From an optimization exercise on the open Yosys and OpenROAD flow, aimed at small area; shortcuts taken in it are not production practice.
RTL that was checked went through simulation tests only; none was proved equivalent to the original.

==> inputs of zinc <==
## dvi_tx_parallel
module dvi_tx_parallel (
	input  wire       clk,
	input  wire       rst_n,
	input  wire       en,
	input  wire [7:0] r,
	input  wire [7:0] g,
	input  wire [7:0] b,
	output wire       rgb_rdy,
	output wire [9:0] tmds2,
	output wire [9:0] tmds1,
	output wire [9:0] tmds0
);
==> module tmds_minimise, before the edit <==
module tmds_minimise (
	input  wire [7:0] d,
	output wire [8:0] q_m
);
wire s1 = d[1] ^ d[2] ^ d[3];
wire c1 = d[1] & d[2] | d[1] & d[3] | d[2] & d[3];
wire s2 = d[4] ^ d[5] ^ d[6];
wire c2 = d[4] & d[5] | d[4] & d[6] | d[5] & d[6];
wire c3 = s1 & s2 | s1 & d[7] | s2 & d[7];
wire x = c1 & c2 | c1 & c3 | c2 & c3;
wire [7:0] pre;
assign pre[0] = d[0];
genvar i;
generate for (i = 1; i < 8; i = i + 1) begin: chain
	assign pre[i] = pre[i - 1] ^ d[i];
end endgenerate
assign q_m = {!x, pre ^ {4{x, 1'b0}}};
endmodule
==> module tmds_balance, before the edit <==
module tmds_balance (
	input  wire [8:0] q_m,
	input  wire [3:0] imb,
	output wire [9:0] q,
	output wire [3:0] imb_next
);
wire [7:0] m = q_m[7:0];
wire s1 = m[0] ^ m[1] ^ m[2];
wire c1 = m[0] & m[1] | m[0] & m[2] | m[1] & m[2];
wire s2 = m[3] ^ m[4] ^ m[5];
wire c2 = m[3] & m[4] | m[3] & m[5] | m[4] & m[5];
wire s3 = s1 ^ s2 ^ m[6];
wire c3 = s1 & s2 | s1 & m[6] | s2 & m[6];
wire b0 = s3 ^ m[7];
wire c4 = s3 & m[7];
wire s5 = c1 ^ c2 ^ c3;
wire c5 = c1 & c2 | c1 & c3 | c2 & c3;
wire b1 = s5 ^ c4;
wire c6 = s5 & c4;
wire b2 = c5 ^ c6;
wire b3 = c5 & c6;
wire [3:0] n_q = {b3, b2, b1, b0};
wire x = !q_m[8];
wire imb_zero = imb == 4'd0;
wire n_four = n_q == 4'd4;
wire n_low = !b3 && !b2;
wire inv = imb_zero || n_four ? x : (imb[3] == n_low);
assign q = {inv, q_m[8], q_m[7:0] ^ {8{inv}}};
wire [3:0] d_q = n_q - 4'd4;
assign imb_next = inv ? imb + {3'b000, q_m[8]} - d_q : imb + d_q - {3'b000, x};
endmodule
==> module dvi_timing, before the edit <==
module dvi_timing (
	input  wire clk,
	input  wire rst_n,
	input  wire en,
	output wire vsync,
	output wire hsync,
	output wire den
);
localparam S_FRONT_PORCH = 2'b00;
localparam S_SYNC        = 2'b01;
localparam S_BACK_PORCH  = 2'b11;
localparam S_ACTIVE      = 2'b10;
reg [9:0] h_pos;
reg [1:0] h_state;
reg [8:0] v_ctr;
reg [1:0] v_state;
wire h_fp_end  = !h_pos[9];
wire h_wrap    = &h_pos[3:0];
wire h_syn_end = h_pos[6] && h_pos[5];
wire h_bp_end  = h_pos[7] && h_pos[4];
wire h_act_end = h_pos[9] && h_pos[8] && h_pos[4];
wire v_advance = h_state == S_ACTIVE && h_act_end;
always @ (posedge clk or negedge rst_n) begin
	if (!rst_n) begin
		h_state <= S_FRONT_PORCH;
		h_pos <= 10'd0;
	end else if (!en) begin
		h_state <= S_FRONT_PORCH;
		h_pos <= 10'd0;
	end else begin
		h_pos <= h_pos + 1'b1;
		case (h_state)
		S_FRONT_PORCH: begin
			if (h_fp_end)
				h_state <= S_SYNC;
			if (h_wrap)
				h_pos <= 10'd0;
		end
		S_SYNC:       if (h_syn_end) h_state <= S_BACK_PORCH;
		S_BACK_PORCH: if (h_bp_end)  h_state <= S_ACTIVE;
		S_ACTIVE:     if (h_act_end) h_state <= S_FRONT_PORCH;
		endcase
	end
end
reg v_end;
always @ (*) begin
	case (v_state)
	S_FRONT_PORCH: v_end = v_ctr[3] && v_ctr[0];
	S_SYNC:        v_end = v_ctr[0];
	S_BACK_PORCH:  v_end = v_ctr[5];
	default:       v_end = &v_ctr[8:6] && &v_ctr[4:0];
	endcase
end
always @ (posedge clk or negedge rst_n) begin
	if (!rst_n) begin
		v_state <= S_FRONT_PORCH;
		v_ctr <= 9'd9;
	end else if (!en) begin
		v_state <= S_FRONT_PORCH;
		v_ctr <= 9'd9;
	end else if (v_advance) begin
		if (v_end) begin
			v_ctr <= 9'd0;
			case (v_state)
			S_FRONT_PORCH: v_state <= S_SYNC;
			S_SYNC:        v_state <= S_BACK_PORCH;
			S_BACK_PORCH:  v_state <= S_ACTIVE;
			default:       v_state <= S_FRONT_PORCH;
			endcase
		end else begin
			v_ctr <= v_ctr + 1'b1;
		end
	end
end
assign hsync = h_state != S_SYNC;
assign vsync = v_state != S_SYNC;
assign den = h_state == S_ACTIVE && v_state == S_ACTIVE;
endmodule
export LEC_CHECK = 0
export CAP_MARGIN = 20
export CORE_MARGIN = 2
export CORE_UTILIZATION = 40
export SLEW_MARGIN = 20
create_clock -name core_clock -period 6.0 [get_ports {clk}]
standard.sh (not shown) runs the stock make flow with config.mk's settings and CLKGATE_MAP_FILE= SYNTH_SCRIPT=/design/flow/synth_recipe.tcl, a recipe that flattens the netlist after the stock synthesis.
==> flow/flow/run.sh <==
#!/bin/bash
# Layout flow: the standard flow, with an area-oriented synthesis (ABC's
# area mapper, no separate full/half-adder mapping), unit-size port buffers and
# a clock tree of small buffers without dummy loads.
set -euo pipefail
W=$(pwd)

# A private copy of ORFS's scripts that differs only in the ABC script used
# when ABC_AREA is 1.
rm -rf "$W/scripts_area"
cp -r "$FLOW_HOME/scripts" "$W/scripts_area"
cp "$W/flow/abc_area.script" "$W/scripts_area/abc_area.script"

bash standard.sh SCRIPTS_DIR="$W/scripts_area" ABC_AREA=1 ADDER_MAP_FILE= synth > "$W/synth.log" 2>&1

bash standard.sh \
	BUFFER_PORTS_ARGS="-buffer_cell sky130_fd_sc_hd__buf_1" \
	CTS_ARGS="-sink_clustering_enable -repair_clock_nets -buf_list sky130_fd_sc_hd__clkbuf_4 -dont_use_dummy_load" \
	finish > "$W/layout.log" 2>&1
==> flow/flow/abc_area.script <==
strash
dch -f
amap
topo
stime -c
==> fjord (differences from zinc) <==
--- a/flow/design.v
+++ b/flow/design.v
@@ -18,18 +18,10 @@
 	input  wire [7:0] d,
 	output wire [8:0] q_m
 );
-wire s1 = d[1] ^ d[2] ^ d[3];
-wire c1 = d[1] & d[2] | d[1] & d[3] | d[2] & d[3];
-wire s2 = d[4] ^ d[5] ^ d[6];
-wire c2 = d[4] & d[5] | d[4] & d[6] | d[5] & d[6];
-wire c3 = s1 & s2 | s1 & d[7] | s2 & d[7];
-wire x = c1 & c2 | c1 & c3 | c2 & c3;
-wire [7:0] pre;
-assign pre[0] = d[0];
-genvar i;
-generate for (i = 1; i < 8; i = i + 1) begin: chain
-	assign pre[i] = pre[i - 1] ^ d[i];
-end endgenerate
+wire [2:0] n_d;
+popcount #(.W_IN(7)) pc_d (.din(d[7:1]), .dout(n_d));
+wire x = n_d[2];
+wire [7:0] pre = {^d[7:0], ^d[6:0], ^d[5:0], ^d[4:0], ^d[3:0], ^d[2:0], ^d[1:0], d[0]};
 assign q_m = {!x, pre ^ {4{x, 1'b0}}};
 endmodule
 module tmds_balance (
@@ -38,27 +30,12 @@
 	output wire [9:0] q,
 	output wire [3:0] imb_next
 );
-wire [7:0] m = q_m[7:0];
-wire s1 = m[0] ^ m[1] ^ m[2];
-wire c1 = m[0] & m[1] | m[0] & m[2] | m[1] & m[2];
-wire s2 = m[3] ^ m[4] ^ m[5];
-wire c2 = m[3] & m[4] | m[3] & m[5] | m[4] & m[5];
-wire s3 = s1 ^ s2 ^ m[6];
-wire c3 = s1 & s2 | s1 & m[6] | s2 & m[6];
-wire b0 = s3 ^ m[7];
-wire c4 = s3 & m[7];
-wire s5 = c1 ^ c2 ^ c3;
-wire c5 = c1 & c2 | c1 & c3 | c2 & c3;
-wire b1 = s5 ^ c4;
-wire c6 = s5 & c4;
-wire b2 = c5 ^ c6;
-wire b3 = c5 & c6;
-wire [3:0] n_q = {b3, b2, b1, b0};
+wire [3:0] n_q;
+popcount #(.W_IN(8)) pc_q (.din(q_m[7:0]), .dout(n_q));
 wire x = !q_m[8];
 wire imb_zero = imb == 4'd0;
 wire n_four = n_q == 4'd4;
-wire n_low = !b3 && !b2;
-wire inv = imb_zero || n_four ? x : (imb[3] == n_low);
+wire inv = imb_zero || n_four ? x : (imb[3] == (n_q < 4'd4));
 assign q = {inv, q_m[8], q_m[7:0] ^ {8{inv}}};
 wire [3:0] d_q = n_q - 4'd4;
 assign imb_next = inv ? imb + {3'b000, q_m[8]} - d_q : imb + d_q - {3'b000, x};
@@ -71,69 +48,53 @@
 	output wire hsync,
 	output wire den
 );
-localparam S_FRONT_PORCH = 2'b00;
-localparam S_SYNC        = 2'b01;
-localparam S_BACK_PORCH  = 2'b11;
-localparam S_ACTIVE      = 2'b10;
-reg [9:0] h_pos;
+localparam S_FRONT_PORCH = 2'h0;
+localparam S_SYNC        = 2'h1;
+localparam S_BACK_PORCH  = 2'h2;
+localparam S_ACTIVE      = 2'h3;
+reg [9:0] h_ctr;
 reg [1:0] h_state;
 reg [8:0] v_ctr;
 reg [1:0] v_state;
-wire h_fp_end  = !h_pos[9];
-wire h_wrap    = &h_pos[3:0];
-wire h_syn_end = h_pos[6] && h_pos[5];
-wire h_bp_end  = h_pos[7] && h_pos[4];
-wire h_act_end = h_pos[9] && h_pos[8] && h_pos[4];
-wire v_advance = h_state == S_ACTIVE && h_act_end;
+wire h_end = h_ctr == 10'd0;
+wire v_advance = h_state == S_ACTIVE && h_end;
 always @ (posedge clk or negedge rst_n) begin
 	if (!rst_n) begin
 		h_state <= S_FRONT_PORCH;
-		h_pos <= 10'd0;
+		h_ctr <= 10'd0;
 	end else if (!en) begin
+		h_ctr <= 10'd0;
 		h_state <= S_FRONT_PORCH;
-		h_pos <= 10'd0;
 	end else begin
-		h_pos <= h_pos + 1'b1;
-		case (h_state)
-		S_FRONT_PORCH: begin
-			if (h_fp_end)
-				h_state <= S_SYNC;
-			if (h_wrap)
-				h_pos <= 10'd0;
+		h_ctr <= h_ctr - 1'b1;
+		if (h_end) begin
+			h_state <= h_state + 1'b1;
+			case (h_state)
+			S_FRONT_PORCH: h_ctr <= 10'd95;
+			S_SYNC:        h_ctr <= 10'd47;
+			S_BACK_PORCH:  h_ctr <= 10'd639;
+			S_ACTIVE:      h_ctr <= 10'd15;
+			endcase
 		end
-		S_SYNC:       if (h_syn_end) h_state <= S_BACK_PORCH;
-		S_BACK_PORCH: if (h_bp_end)  h_state <= S_ACTIVE;
-		S_ACTIVE:     if (h_act_end) h_state <= S_FRONT_PORCH;
-		endcase
 	end
-end
-reg v_end;
-always @ (*) begin
-	case (v_state)
-	S_FRONT_PORCH: v_end = v_ctr[3] && v_ctr[0];
-	S_SYNC:        v_end = v_ctr[0];
-	S_BACK_PORCH:  v_end = v_ctr[5];
-	default:       v_end = &v_ctr[8:6] && &v_ctr[4:0];
-	endcase
 end
 always @ (posedge clk or negedge rst_n) begin
 	if (!rst_n) begin
 		v_state <= S_FRONT_PORCH;
-		v_ctr <= 9'd9;
+		v_ctr <= 9'd0;
 	end else if (!en) begin
+		v_ctr <= 9'd0;
 		v_state <= S_FRONT_PORCH;
-		v_ctr <= 9'd9;
 	end else if (v_advance) begin
-		if (v_end) begin
-			v_ctr <= 9'd0;
+		v_ctr <= v_ctr - 1'b1;
+		if (v_ctr == 9'd0) begin
+			v_state <= v_state + 1'b1;
 			case (v_state)
-			S_FRONT_PORCH: v_state <= S_SYNC;
-			S_SYNC:        v_state <= S_BACK_PORCH;
-			S_BACK_PORCH:  v_state <= S_ACTIVE;
-			default:       v_state <= S_FRONT_PORCH;
+			S_FRONT_PORCH: v_ctr <= 9'd1;
+			S_SYNC:        v_ctr <= 9'd32;
+			S_BACK_PORCH:  v_ctr <= 9'd479;
+			S_ACTIVE:      v_ctr <= 9'd9;
 			endcase
-		end else begin
-			v_ctr <= v_ctr + 1'b1;
 		end
 	end
 end
==> flow/run.sh (new file) <==
#!/bin/bash
# synth_recipe.tcl (not shown) runs the flow's synth.tcl, then flattens the netlist and writes it again
# the make line also repeats each setting of config.mk as NAME=value (left out here)
make -C /OpenROAD-flow-scripts/flow DESIGN_CONFIG=/design/flow/config.mk WORK_HOME=/design/flow/orfs CLKGATE_MAP_FILE= SYNTH_SCRIPT=/design/flow/synth_recipe.tcl finish
--- a/flow/config.mk
+++ b/flow/config.mk
@@ -5,6 +5,7 @@
 export SDC_FILE = /design/flow/constraint.sdc
 export NUM_CORES = 4
 export LEC_CHECK = 0
+export ABC_AREA = 1
 export CAP_MARGIN = 20
 export CORE_MARGIN = 2
 export CORE_UTILIZATION = 40
removed: flow/flow/run.sh
removed: flow/flow/abc_area.script
removed: flow/standard.sh
==> comparison table <==
Number of multi-input combinational cells: fjord 600; zinc 477
Most common library cell in the layout ignoring fill and taps: fjord nand2_1; zinc nor2_1
Root Buffer: fjord clkbuf_16; zinc clkbuf_4
Detailed-routed wire length on met2: fjord 6030 µm; zinc 4930 µm
Total routing resource utilization after global routing: fjord 0.151; zinc 0.158
Area added between synthesis and finish: fjord 23.0%; zinc 11.6%
Critical path buffers and inverters: fjord 4; zinc 5
Via count of the routed design: fjord 5359; zinc 4715
Hold Path End: fjord p2[13]$_DFF_P_; zinc p2[10]$_DFF_P_
Number of cells on the worst reg-to-reg path: fjord 18; zinc 19
RSZ-0062 raised after global routing: fjord true; zinc false
Share of cell area taken by muxes after synthesis: fjord 0.00162; zinc 0
Core box area: fjord 0.0171 mm²; zinc 0.0127 mm²
Die boundary height: fjord 136 µm; zinc 118 µm
Final-layout fill cell count: fjord 1663; zinc 1300
Status: fjord finished clean; zinc finished clean
For fjord, only the layout was checked, not whether the RTL still works.

## separate check: timing with driven ports
No port has a modelled driver above. Below, the same layouts with a new extraction and two added sets of constraints. Step 1: set_driving_cell puts a clkbuf_16 on clk and a buf_2 on each other input, an assumption about the parent block. Step 2 moves the port delays by t, midway between the first and last clock arrival at a register: inputs arrive t later, outputs are due t later. That takes back most of the time a late clock gives input paths. Three values: ideal, step 1, step 2; two values: the first two.
run	t, ns	setup slack, ns	hold WS [ns]	clock arrival spread, ns	slew at the worst register clock pin (ns)
zinc	0.524	0.694 / 0.658 / 1.181	0.317 / 0.317 / 0.317	0.046 / 0.045	0.11 / 0.11
fjord	0.447	0.059 / 0.022 / 0.469	0.318 / 0.318 / 0.318	0.007 / 0.007	0.06 / 0.06
After both steps setup and hold are still met in every run listed.
